From an optimization exercise on the open Yosys and OpenROAD flow, aimed at small area and a short achievable clock period; shortcuts taken in it are not production practice. The RTL was checked by simulation tests, not by an equivalence proof against the original design. Power and IR drop assume default switching activity.

==> flow/design.v, too long to show whole: its modules and the start of the top module <==
// module part2: 995 lines
module part2 (
    clear,
    clock,
    digit,
    digit_valid,
    end_of_line,
    total,
    line_result
);
  // ...
==> flow/flow/run.sh <==
#!/bin/bash
# The standard layout (standard.sh), with these changes:
#  - synthesis leaves adders to ABC as plain gates (ADDER_MAP_FILE empty: no
#    full or half adder cells), so ABC can restructure the arithmetic;
#  - ABC's area script maps for a delay target (flow/abc_area.script) instead
#    of the unreachable default, so it can recover area off the critical paths;
set -euo pipefail
here=$(pwd)
rm -rf "$here/synth_scripts"
cp -r "$FLOW_HOME/scripts" "$here/synth_scripts"
cp "$here/flow/abc_area.script" "$here/synth_scripts/abc_area.script"
bash standard.sh ADDER_MAP_FILE= SCRIPTS_DIR="$here/synth_scripts" synth > synth.log 2>&1
export BUFFER_PORTS_ARGS="-buffer_cell sky130_fd_sc_hd__buf_2"
bash standard.sh ADDER_MAP_FILE= "BUFFER_PORTS_ARGS=$BUFFER_PORTS_ARGS" finish > layout.log 2>&1
==> flow/flow/abc_area.script <==
strash
dch -f
map -D 3000 -A 0.9
topo
stime -c
buffer -c
upsize -c -D 3000
dnsize -c -D 3000
==> flow/standard.sh <==
#!/bin/bash
# synth_recipe.tcl (not shown) runs the flow's synth.tcl, then flattens the netlist and writes it again
# the make line also repeats each setting of config.mk as NAME=value (left out here)
make -C /OpenROAD-flow-scripts/flow DESIGN_CONFIG=/design/flow/config.mk WORK_HOME=/design/flow/orfs CLKGATE_MAP_FILE= SYNTH_SCRIPT=/design/flow/synth_recipe.tcl "${@:-finish}"
==> flow/config.mk <==
export PLATFORM = sky130hd
export DESIGN_NAME = part2
export DESIGN_NICKNAME = part2
export VERILOG_FILES = /design/flow/design.v
export SDC_FILE = /design/flow/constraint.sdc
export NUM_CORES = 4
export LEC_CHECK = 0
export ABC_AREA = 1
export CAP_MARGIN = 20
export CORE_MARGIN = 2
export CORE_UTILIZATION = 40
export SETUP_SLACK_MARGIN = 2.4
export SLEW_MARGIN = 20
==> flow/constraint.sdc <==
create_clock -name core_clock -period 6.5 [get_ports {clock}]
set_input_delay 1.3000 -clock core_clock [delete_from_list [all_inputs] [get_ports {clock}]]
set_output_delay 1.3000 -clock core_clock [all_outputs]
set_load 0.01 [all_outputs]
==> impl_results.md, run 1 <==
- Clkbuf count: 18
- CTS Root Cell: sky130_fd_sc_hd__clkbuf_16
- Final total negative setup slack: 0 ns
- Critical path launch point type: flop
- Number of flip-flops under the largest register name: 64
- Outcome: timing/DRC/antenna clean
- Sequential power: 1.15 mW
- Cell type contributing the most total cell area after synthesis: sky130_fd_sc_hd__nand2_1
- Met3 usage in global routing: 2.81%
- Endpoints failing setup: 0
- DIE HEIGHT: 207 um
- Core area: 40600 um2
- DR vias/cell: 4.74
- Worst skew pair latency: 0.47 ns
- Regs by FF count: tot x64, x x47, ls x40
- Clock power share: 26.3%
- Leading cell type in the layout, fill and taps excluded: sky130_fd_sc_hd__nand2_1
- Highest net fanout along the worst path: 4
- Worst EP arrival: 2.54 ns
- Horizontal extent of the die: 207 um
- Critical path endpoint category: output port
- Proportion of cell area spent on the clock network: 3.32%
- Clock transition at the registers of the reported paths: 0.07 ns
- Switching fraction of total power: 42.2%
- Number of buffers added by the clock tree synthesis step: 17
- Count of inserted antenna diode cells: 0
- Area share of buffers outside the clock network: 4.71%
- Longest individual stage delay on the worst path: 0.34 ns
- Levels on crit path: 18
- Fin util: 46.3%
- Fraction of standard cell area that is sequential: 18.1%
- Hold path startpoint: lp[1]$_SDFFE_PP0P_
- Highest metal layer with signal wires: met4
- Worst slew margin relative to its limit: 34.5%
- Dpl ws: 2.21 ns
- Startpoint-to-endpoint class of the critical path: reg2out
- Most frequently used cell type in the post-synthesis netlist: sky130_fd_sc_hd__nand2_1
- Max cap viols: 0
- H-tree level count: 4
- Num ports: 120
- Number of pins with negative max-slew slack in the final report: 0
- Non-clk invs: 420
- Via count of the first global-routing pass: 15200
==> run 2: changes to the inputs <==
==> flow/flow/abc_area.script (replaced) <==
strash
dch
map -D 3500
topo
stime -c
buffer -c
upsize -c -D 3500
dnsize -c -D 3500
--- a/flow/config.mk
+++ b/flow/config.mk
@@ -9,5 +9,5 @@
 export CAP_MARGIN = 20
 export CORE_MARGIN = 2
 export CORE_UTILIZATION = 40
-export SETUP_SLACK_MARGIN = 2.4
+export SETUP_SLACK_MARGIN = 2.2
 export SLEW_MARGIN = 20
==> run 2 against run 1 <==
  * Still clean
  * Core utilization up 3.6 points
  * Worst setup slack got worse by 0.31 ns
  * Fmax is 7.4% lower
  * Synthesized area down 2.2%
  * Via count rose by 0.58%
  * Critical path type is now reg2reg
  * Critical endpoint is now ls[31]$_SDFFE_PP0P_
  * Largest cell class unchanged
  * Highest routed layer unchanged
==> impl_results.md, run 2 <==
- Outcome: timing/DRC/antenna clean (unchanged)
- Final design area excluding fillers: 19800 um2 (was 18800 um2)
- Vias after detailed routing: 17400 (was 17300)
- Horizontal extent of the die: 204 um (was 207 um)
- CTS Root Cell: sky130_fd_sc_hd__clkbuf_16 (unchanged)
- DR vias/cell: 4.96 (was 4.74)
- Critical register-to-register path endpoint: ls[31]$_SDFFE_PP0P_ (was ls[23]$_SDFFE_PP0P_)
- Router iterations before antenna repair: 8 (was 5)
- Leak Pwr: 9.40 nW (was 9.69 nW)
- Fin util: 49.9% (was 46.3%)
- Area share of the largest cell type after synthesis: 21.1% (was 20.8%)
- Worst EP arrival: 4.47 ns (was 2.54 ns)
- Regs by FF count: tot x64, x x47, ls x40 (unchanged)
- Commonest cells post-synth: 550 x sky130_fd_sc_hd__nor2_1, 499 x sky130_fd_sc_hd__nand2_1, 402 x sky130_fd_sc_hd__inv_1 (was 908 x sky130_fd_sc_hd__nand2_1, 534 x sky130_fd_sc_hd__nor2_1, 382 x sky130_fd_sc_hd__inv_1)
- Clock buffer depth: 2 (unchanged)
- Post-synth EDFFs: 0 (unchanged)
- HPWL after detailed placement: 36100 um (was 36600 um)
- Number of antenna violations at the first check in global routing: 0 (unchanged)
- Number of pins with negative max-slew slack in the final report: 0 (unchanged)
- Via count of the first global-routing pass: 15100 (was 15200)
- Longest individual stage delay on the worst path: 0.42 ns (was 0.34 ns)
- Endpoints failing setup: 0 (unchanged)
- Worst slew margin relative to its limit: 33.8% (was 34.5%)
- Number of different library cells in the post-synthesis netlist: 66 (was 52)
- Buffers plus inverters on the worst setup path: 2 (was 6)
- Share of flip-flops with an asynchronous set or reset after synthesis: 0% (unchanged)
- Slew of the pin with the lowest slew margin: 0.992 ns (was 0.983 ns)
- Hold path startpoint: tot[63]$_SDFFE_PP0P_ (was lp[1]$_SDFFE_PP0P_)
- Cell with the most instances on the worst path: sky130_fd_sc_hd__nand2_2 (was sky130_fd_sc_hd__inv_1)
- Core area: 39600 um2 (was 40600 um2)
- Total congestion overflow after global routing: 0 (unchanged)
- Worst min path class: reg2reg (unchanged)
- DRC violations left: 0 (unchanged)
- Drt initial violations: 1254 (was 938)
- Clock transition at the registers of the reported paths: 0.07 ns (about the same)
- Pin count of the biggest net entering global routing: 103 (was 107)
- Prevailing post-synth register cell: sky130_fd_sc_hd__dfxtp_1 (unchanged)
- Final total negative setup slack: 0 ns (unchanged)
- Total number of clock tree sinks: 169 (unchanged)
- Post-synthesis cell count: 2770 (was 2988)
- Synth Register Bits: 169 (unchanged)
- Global-route wire length before repair: 74500 um (was 75100 um)
- TritonCTS clock tree: yes (unchanged)
- Unrepaired setup endpoints after global routing: true (unchanged)
- Final ANT Viol Nets: 0 (unchanged)
- Area added between synthesis and finish: 23.3% (was 14.6%)
- Number of flip-flops under the largest register name: 64 (unchanged)
- Max VDD drop: 0.000218 V (was 0.000150 V)
- RePlAce Congestion: 0.947 (was 0.927)
- DIE HEIGHT: 204 um (was 207 um)
- Number of cell instances on the worst register-to-register path: 28 (was 24)
- WP data required: 6.83 ns (was 5.20 ns)
- Share of the clock period used by the worst path: 63.7% (was 59.0%)
- Count of inserted antenna diode cells: 0 (unchanged)
- Highest net fanout along the worst path: 8 (was 4)
- Post-synthesis instance area: 16000 um2 (was 16400 um2)
- WHS Path Cells: 2 (unchanged)
- Final hold slack: 0.468 ns (was 0.465 ns)
- Launch point of the worst reg-to-reg path: shr[7]$_SDFFE_PP0P_ (was shr[4]$_SDFFE_PP0P_)
- Levels on crit path: 28 (was 18)
- Effective utilization at floorplan: 40.5% (was 40.4%)
- Cell type contributing the most total cell area after synthesis: sky130_fd_sc_hd__dfxtp_1 (was sky130_fd_sc_hd__nand2_1)
- Sequential area share after synthesis: 21.1% (was 20.6%)
- Number of hold violations in the final report: 0 (unchanged)
- Final critical delay including setup and external delays: 4.14 ns (was 3.84 ns)
- Cell at the slowest stage of the critical path: sky130_fd_sc_hd__dfxtp_4 (was sky130_fd_sc_hd__dfxtp_2)
- Critical path endpoint category: flop (was output port)
- Final clock skew: 0.0209 ns (was 0.0130 ns)
- Post-detailed-routing wire length: 47800 um (was 46500 um)
- Max cap viols: 0 (unchanged)
- Register with the most flip-flops: tot (unchanged)
- Startpoint-to-endpoint class of the critical path: reg2reg (was reg2out)
- Number of buffers added by the clock tree synthesis step: 17 (unchanged)
- Post-synthesis average cell area: 5.79 um2 (was 5.49 um2)
- Filler instances: 4039 (was 4350)
- Worst reg-to-reg setup slack: 2.36 ns (was 2.71 ns)
- Warnings from Yosys: 1 (unchanged)
- Global routing usage summed across all routing layers: 21.9% (was 21.7%)
- Worst skew pair latency: 0.47 ns (about the same)
- Wire per inst: 13.7 um (was 12.7 um)
- Power per cell area: 297 nW/um2 (was 228 nW/um2)
- Worst Hold Endpoint: tot[63]$_SDFFE_PP0P_ (was lp[1]$_SDFFE_PP0P_)
- Critical path launch point type: flop (unchanged)
- Largest cells by area after synthesis: sky130_fd_sc_hd__dfxtp_1 21%, sky130_fd_sc_hd__nor2_1 13%, sky130_fd_sc_hd__nand2_1 12% (was sky130_fd_sc_hd__nand2_1 21%, sky130_fd_sc_hd__dfxtp_1 21%, sky130_fd_sc_hd__nor2_1 12%)
- Layout Nets: 2973 (was 3107)
- Row Count: 73 (was 74)
- Input/output buffers: 111 (unchanged)
- Fraction of layout instances using a drive strength above 1: 21.3% (was 14.0%)
- Highest attainable clock frequency: 241 MHz (was 261 MHz)
- Crit path max-delay family: simple AND/OR/NAND/NOR gates (unchanged)
- H-tree level count: 4 (unchanged)
- Most frequently used cell type in the post-synthesis netlist: sky130_fd_sc_hd__nor2_1 (was sky130_fd_sc_hd__nand2_1)
- Top library cells by usage in the layout, fill and taps aside: 482 x sky130_fd_sc_hd__nor2_1, 479 x sky130_fd_sc_hd__nand2_1, 388 x sky130_fd_sc_hd__inv_1, 235 x sky130_fd_sc_hd__a21oi_1, 196 x sky130_fd_sc_hd__o21ai_0 (was 889 x sky130_fd_sc_hd__nand2_1, 499 x sky130_fd_sc_hd__nor2_1, 372 x sky130_fd_sc_hd__inv_1, 223 x sky130_fd_sc_hd__a21oi_1, 200 x sky130_fd_sc_hd__o21ai_0)
- Num ports: 120 (unchanged)
- Placed inst area: 17000 um2 (was 17400 um2)
- Leading cell type in the layout, fill and taps excluded: sky130_fd_sc_hd__nor2_1 (was sky130_fd_sc_hd__nand2_1)
- Die Area: 41700 um2 (was 42700 um2)
==> run 2: cell types whose count changed after synthesis, moves of 13 or more <==
cell                      change
sky130_fd_sc_hd__nand2_2     -17
sky130_fd_sc_hd__nor2_1      +16
sky130_fd_sc_hd__nor3_1      +16
sky130_fd_sc_hd__inv_1       +20
sky130_fd_sc_hd__o21ai_1     +14
sky130_fd_sc_hd__nand2_1    -409
sky130_fd_sc_hd__a31oi_1     +13
sky130_fd_sc_hd__xnor2_1     -38
sky130_fd_sc_hd__a21oi_1     +29
==> run 2: cell families after synthesis <==
group | count (synthesis) | synth area share [%]
XOR/XNOR | 187 | 10.7
other | 1 | 0.0234
AND/OR/NAND/NOR | 1233 | 31.5
buffers and inverters | 528 | 13.0
flip-flops | 169 | 21.1
adder cells (fa/ha/maj) | 5 | 0.320
AO/OA/AOI/OAI | 647 | 23.4
==> run 2: metal layers <==
metal  share of wire (%)  up-vias  global-route usage (%)  routed length [um]
met5                   0        -                       0                   0
met4                 2.0        0                    5.95                 951
met3                 4.9       50                    3.22                2360
met2                  45      410                    35.3               21400
met1                  48     7768                    30.4               23100
li1                    -     9138                       -                   -
==> run 2: area by class of cell <==
cell class / instances / area [um2] / share of cell area (%)
clock buffer: 17 / 425 / 2.15
inverter: 449 / 1710 / 8.65
sequential: 169 / 3420 / 17.3
timing repair buffer: 247 / 1640 / 8.29
clock inverter: 15 / 173 / 0.873
multi-input combinational: 2081 / 11700 / 59.4
tap: 525 / 657 / 3.32
==> run 2: repair_timing <==
action	4_1_cts	5_1_grt
hold buffers	0	0
setup endpoints to repair	38	65
gates resized for setup	43	269
pin swaps	4	80
cloned	0	1
buffers inserted	6	122
==> run 2: report_power, final <==
part | total [mW] | internal [mW] | switching [mW]
Sequential | 1.20 | 1.12 | 0.0807
Clock | 1.05 | 0.550 | 0.503
Combinational | 3.63 | 1.47 | 2.16
==> run 2: worst max-delay path by stage <==
stage	start	slack [ns]	to
after floorplan	shr[3]$_SDFFE_PP0P_	2.70	ls[15]$_SDFFE_PP0P_
after global placement	shr[7]$_SDFFE_PP0P_	1.83	ls[31]$_SDFFE_PP0P_
after detailed placement	shr[7]$_SDFFE_PP0P_	1.72	ls[31]$_SDFFE_PP0P_
after CTS	shr[7]$_SDFFE_PP0P_	2.16	ls[31]$_SDFFE_PP0P_
after global routing	shr[7]$_SDFFE_PP0P_	2.06	ls[14]$_SDFFE_PP0P_
final	shr[7]$_SDFFE_PP0P_	2.36	ls[31]$_SDFFE_PP0P_
==> run 2: worst min-delay path, stage by stage, from the launching register on <==
cell and delay, ns:
sky130_fd_sc_hd__dfxtp_1 0.31, sky130_fd_sc_hd__inv_1 0.06, sky130_fd_sc_hd__a21oi_1 0.05
==> run 2: metrics by stage <==
step / cells / setup WS (ns) / power, mW
5_1_grt: 3503 / 2.06 / 6.40
4_1_cts: 3380 / 2.16 / 5.43
3_5_place_dp: 3342 / 1.72 / 4.34
3_3_place_gp: 3342 / 1.83 / 4.29
2_1_floorplan: 2777 / 2.70 / 3.74
6_report: 3503 / 2.36 / 5.88
==> run 3: changes to the inputs <==
==> flow/flow/abc_area.script (replaced) <==
strash
dch
map -D 3000
topo
stime -c
buffer -c
upsize -c -D 3000
dnsize -c -D 3000
--- a/flow/config.mk
+++ b/flow/config.mk
@@ -9,5 +9,6 @@
 export CAP_MARGIN = 20
 export CORE_MARGIN = 2
 export CORE_UTILIZATION = 40
+export CTS_BUF_LIST = sky130_fd_sc_hd__clkbuf_4 sky130_fd_sc_hd__clkbuf_8
 export SETUP_SLACK_MARGIN = 2.2
 export SLEW_MARGIN = 20
==> run 3 against run 2 <==
  * Sequential power about the same
  * Worst hold slack better by 0.0035 ns
  * Total power down 14%
  * Critical endpoint is now line_result[39]
  * Register-to-register slack better by 0.15 ns
  * Final cell count down 3.2%
  * Largest power group unchanged
  * Still clean on timing, DRC and antenna
==> impl_results.md, run 3 <==
- Outcome: timing/DRC/antenna clean (unchanged)
- Input/output buffers: 111 (unchanged)
- Router iterations before antenna repair: 5 (was 8)
- DR vias/cell: 4.90 (was 4.96)
- Clock buffer depth: 2 (unchanged)
- Global-route wire length before repair: 73600 um (was 74500 um)
- Post-synthesis instance area: 16300 um2 (was 16000 um2)
- Max cap viols: 0 (unchanged)
- H-tree level count: 4 (unchanged)
- Worst EP arrival: 2.71 ns (was 4.47 ns)
- Commonest cells post-synth: 604 x sky130_fd_sc_hd__nand2_1, 459 x sky130_fd_sc_hd__nor2_1, 362 x sky130_fd_sc_hd__inv_1 (was 550 x sky130_fd_sc_hd__nor2_1, 499 x sky130_fd_sc_hd__nand2_1, 402 x sky130_fd_sc_hd__inv_1)
- Effective utilization at floorplan: 40.8% (was 40.5%)
- Number of flip-flops under the largest register name: 64 (unchanged)
- Multi-input gate area: 11300 um2 (was 11700 um2)
- Horizontal extent of the die: 206 um (was 204 um)
- Number of antenna violations at the first check in global routing: 0 (unchanged)
- Count of hold buffers inserted by post-cts repair: 0 (unchanged)
- Share of flip-flops with an asynchronous set or reset after synthesis: 0% (unchanged)
- Vias after detailed routing: 16600 (was 17400)
- Highest net fanout along the worst path: 4 (was 8)
- Post-synth EDFFs: 0 (unchanged)
- Sequential cell area: 3400 um2 (was 3420 um2)
- Final design area excluding fillers: 18000 um2 (was 19800 um2)
- Critical path endpoint category: output port (was flop)
- Via count of the first global-routing pass: 14800 (was 15100)
- Most frequently used cell type in the post-synthesis netlist: sky130_fd_sc_hd__nand2_1 (was sky130_fd_sc_hd__nor2_1)
- Critical path launch point type: flop (unchanged)
- Endpoints failing setup: 0 (unchanged)
- Total number of clock tree sinks: 169 (unchanged)
- Regs by FF count: tot x64, x x47, ls x40 (unchanged)
- Leading cell type in the layout, fill and taps excluded: sky130_fd_sc_hd__nand2_1 (was sky130_fd_sc_hd__nor2_1)
- CTS Root Cell: sky130_fd_sc_hd__clkbuf_8 (was sky130_fd_sc_hd__clkbuf_16)
- Max VDD drop: 0.000124 V (was 0.000218 V)
- Share of the clock period used by the worst path: 61.6% (was 63.7%)
- Wire per inst: 13.5 um (was 13.7 um)
- Number of hold violations in the final report: 0 (unchanged)
- Synth Register Bits: 169 (unchanged)
- Area share of the largest cell type after synthesis: 20.8% (was 21.1%)
- Hold path startpoint: tot[63]$_SDFFE_PP0P_ (unchanged)
- Worst Hold Endpoint: tot[63]$_SDFFE_PP0P_ (unchanged)
- Placed inst area: 17100 um2 (was 17000 um2)
- Prevailing post-synth register cell: sky130_fd_sc_hd__dfxtp_1 (unchanged)
- Highest attainable clock frequency: 250 MHz (was 241 MHz)
- Slew of the pin with the lowest slew margin: 0.975 ns (was 0.992 ns)
- Total congestion overflow after global routing: 0 (unchanged)
- Number of pins with negative max-slew slack in the final report: 0 (unchanged)
- Warnings from Yosys: 1 (unchanged)
- Pin count of the biggest net entering global routing: 104 (was 103)
- Cell type contributing the most total cell area after synthesis: sky130_fd_sc_hd__dfxtp_1 (unchanged)
- Worst reg-to-reg setup slack: 2.51 ns (was 2.36 ns)
- Clock transition at the registers of the reported paths: 0.10 ns (was 0.07 ns)
- Filler instances: 4223 (was 4039)
- DRC violations left: 0 (unchanged)
- Register with the most flip-flops: tot (unchanged)
- Final clock skew: 0.0174 ns (was 0.0209 ns)
- Layout Nets: 2860 (was 2973)
- Power per cell area: 281 nW/um2 (was 297 nW/um2)
- Number of cell instances on the worst register-to-register path: 23 (was 28)
- Sequential area share after synthesis: 20.8% (was 21.1%)
- Area added between synthesis and finish: 10.8% (was 23.3%)
- Worst skew pair latency: 0.54 ns (was 0.47 ns)
- Die Area: 42300 um2 (was 41700 um2)
- TritonCTS clock tree: yes (unchanged)
- DIE HEIGHT: 206 um (was 204 um)
- Drt initial violations: 1225 (was 1254)
- Count of inserted antenna diode cells: 0 (unchanged)
- Leak Pwr: 8.74 nW (was 9.40 nW)
- Critical path startpoint: lg[0]$_SDFFE_PP0P_ (was shr[7]$_SDFFE_PP0P_)
- Final ANT Viol Nets: 0 (unchanged)
- Fraction of layout instances using a drive strength above 1: 13.5% (was 21.3%)
- Final total negative setup slack: 0 ns (unchanged)
- Number of different library cells in the post-synthesis netlist: 78 (was 66)
- Critical register-to-register path endpoint: ls[15]$_SDFFE_PP0P_ (was ls[31]$_SDFFE_PP0P_)
- Post-detailed-routing wire length: 45900 um (was 47800 um)
- Number of buffers added by the clock tree synthesis step: 17 (unchanged)
- Worst min path class: reg2reg (unchanged)
- Launch point of the worst reg-to-reg path: shr[7]$_SDFFE_PP0P_ (unchanged)
- Final critical delay including setup and external delays: 4.01 ns (was 4.14 ns)
- Row Count: 73 (unchanged)
- WHS Path Cells: 2 (unchanged)
- Startpoint-to-endpoint class of the critical path: reg2out (was reg2reg)
- RePlAce Congestion: 0.960 (was 0.947)
- Num ports: 120 (unchanged)
- Global routing usage summed across all routing layers: 21.5% (was 21.9%)
- HPWL after detailed placement: 36100 um (about the same)
- Top library cells by usage in the layout, fill and taps aside: 604 x sky130_fd_sc_hd__nand2_1, 442 x sky130_fd_sc_hd__nor2_1, 361 x sky130_fd_sc_hd__inv_1, 229 x sky130_fd_sc_hd__a21oi_1, 192 x sky130_fd_sc_hd__o21ai_0 (was 482 x sky130_fd_sc_hd__nor2_1, 479 x sky130_fd_sc_hd__nand2_1, 388 x sky130_fd_sc_hd__inv_1, 235 x sky130_fd_sc_hd__a21oi_1, 196 x sky130_fd_sc_hd__o21ai_0)
- Unrepaired setup endpoints after global routing: true (unchanged)
- Post-synthesis cell count: 2770 (unchanged)
- Largest cells by area after synthesis: sky130_fd_sc_hd__dfxtp_1 21%, sky130_fd_sc_hd__nand2_1 14%, sky130_fd_sc_hd__nor2_1 11% (was sky130_fd_sc_hd__dfxtp_1 21%, sky130_fd_sc_hd__nor2_1 13%, sky130_fd_sc_hd__nand2_1 12%)
- Core area: 39900 um2 (was 39600 um2)
- Post-synthesis average cell area: 5.88 um2 (was 5.79 um2)
- WP data required: 5.20 ns (was 6.83 ns)
- Worst slew margin relative to its limit: 35.0% (was 33.8%)
[run 3: cell count changes after synthesis, sizes merged, moves of 7 or more]
| cell | delta |
|---|---|
| and2 | -10 |
| o21a | +7 |
| nor2 | -79 |
| nor3 | -7 |
| a21boi | +8 |
| nand3 | +18 |
| a21oi | -28 |
| xor2 | +7 |
| nand2 | +115 |
| inv | -45 |
[run 3: logic make-up after synthesis]
logic type / synth area share [%]
AO/OA/AOI/OAI: 23.9
XOR/XNOR: 10.7
adder cells (fa/ha/maj): 0.307
buffers and inverters: 11.9
flip-flops: 20.8
other: 0.0230
AND/OR/NAND/NOR: 32.4
[run 3: worst max-delay path: stages (launching register included)]
cell and delay (ns):
sky130_fd_sc_hd__dfxtp_2 0.37, sky130_fd_sc_hd__a21oi_1 0.10, sky130_fd_sc_hd__inv_1 0.11, sky130_fd_sc_hd__a21oi_1 0.10, sky130_fd_sc_hd__inv_1 0.10, sky130_fd_sc_hd__a21oi_1 0.09, sky130_fd_sc_hd__nor2_1 0.13, sky130_fd_sc_hd__inv_1 0.11
sky130_fd_sc_hd__nor3_4 0.15, sky130_fd_sc_hd__nand2_1 0.10, sky130_fd_sc_hd__nor2_2 0.12, sky130_fd_sc_hd__nand2_1 0.08, sky130_fd_sc_hd__nor2_1 0.17, sky130_fd_sc_hd__xor2_1 0.26, sky130_fd_sc_hd__buf_2 0.18
[run 3: stage by stage]
stage                     utilization, %  setup slack [ns]  hold slack, ns  power, mW  std cells
final                               45.2              2.49           0.472       5.06       3390
after global routing                45.2              2.12           0.482       5.56       3390
after CTS                           44.0              2.21           0.469       5.04       3372
after detailed placement            42.9              1.91           0.452       4.22       3339
after global placement              42.9              1.91           0.448       4.18       3339
after floorplan                        -              2.69           0.444       3.67       2777
[run 3: how the worst max path moves through the flow]
stage / to / slack, ns
after detailed placement: ls[15]$_SDFFE_PP0P_ / 1.91
after CTS: tot[42]$_SDFFE_PP0P_ / 2.21
after global placement: ls[15]$_SDFFE_PP0P_ / 1.91
after floorplan: ls[7]$_SDFFE_PP0P_ / 2.69
final: line_result[39] / 2.49
after global routing: lg[2]$_SDFFE_PP0P_ / 2.12
[run 3: metal layers]
metal  track usage [%]  part of all wire (%)  up-vias
met5                 0                     0        -
met4              6.15                   2.1        0
met3              3.58                   4.8       51
met2              34.0                    43      323
met1              30.0                    50     7232
li1                  -                     -     9003
[run 3: cell type report]
type,count,area share (%)
clock buffer,19,1.45
clock inverter,13,0.735
inverter,401,8.42
multi-input combinational,2130,62.8
sequential,169,18.9
tap,525,3.64
timing repair buffer,133,4.15
[run 3: timing repair]
item	4_1_cts	5_1_grt
resized for setup	4	85
setup endpoints to repair	12	54
setup buffers	1	17
pin swaps	1	10
cloned	0	1
[run 3: power breakdown]
group	internal [mW]	switching, mW	total (mW)	leakage, nW
Clock	0.334	0.460	0.794	0.206
Sequential	1.12	0.0767	1.19	1.39
Combinational	1.13	1.94	3.07	7.15

==> separate check: timing with driven ports <==
How much do the figures lean on ideal ports? The routed layouts below were timed once more, with nothing changed but the port constraints. Step 1 assumes that a clkbuf_16 drives the clock port and a buf_2 every other input. Step 2 times the ports against the registers' clock, not the clock port: input delays grow and output delays shrink by t, the midpoint of the rising clock arrivals with the driver on. Three values: no drivers, after step 1, after step 2; two values: the first two.
run	shift t [ns]	setup WS [ns]	hold slack, ns	worst register clock-pin slew, ns
run 1	0.521	2.664 / 2.608 / 2.503	0.465 / 0.465 / 0.465	0.08 / 0.08
run 2	0.518	2.358 / 2.358 / 2.232	0.468 / 0.468 / 0.468	0.08 / 0.08
run 3	0.579	2.494 / 2.446 / 2.251	0.472 / 0.472 / 0.472	0.11 / 0.11
After both steps setup and hold are still met in every run listed. The setup slack of run 3, which loses most, moves by -0.048 ns with the drivers and by -0.243 ns with both steps.
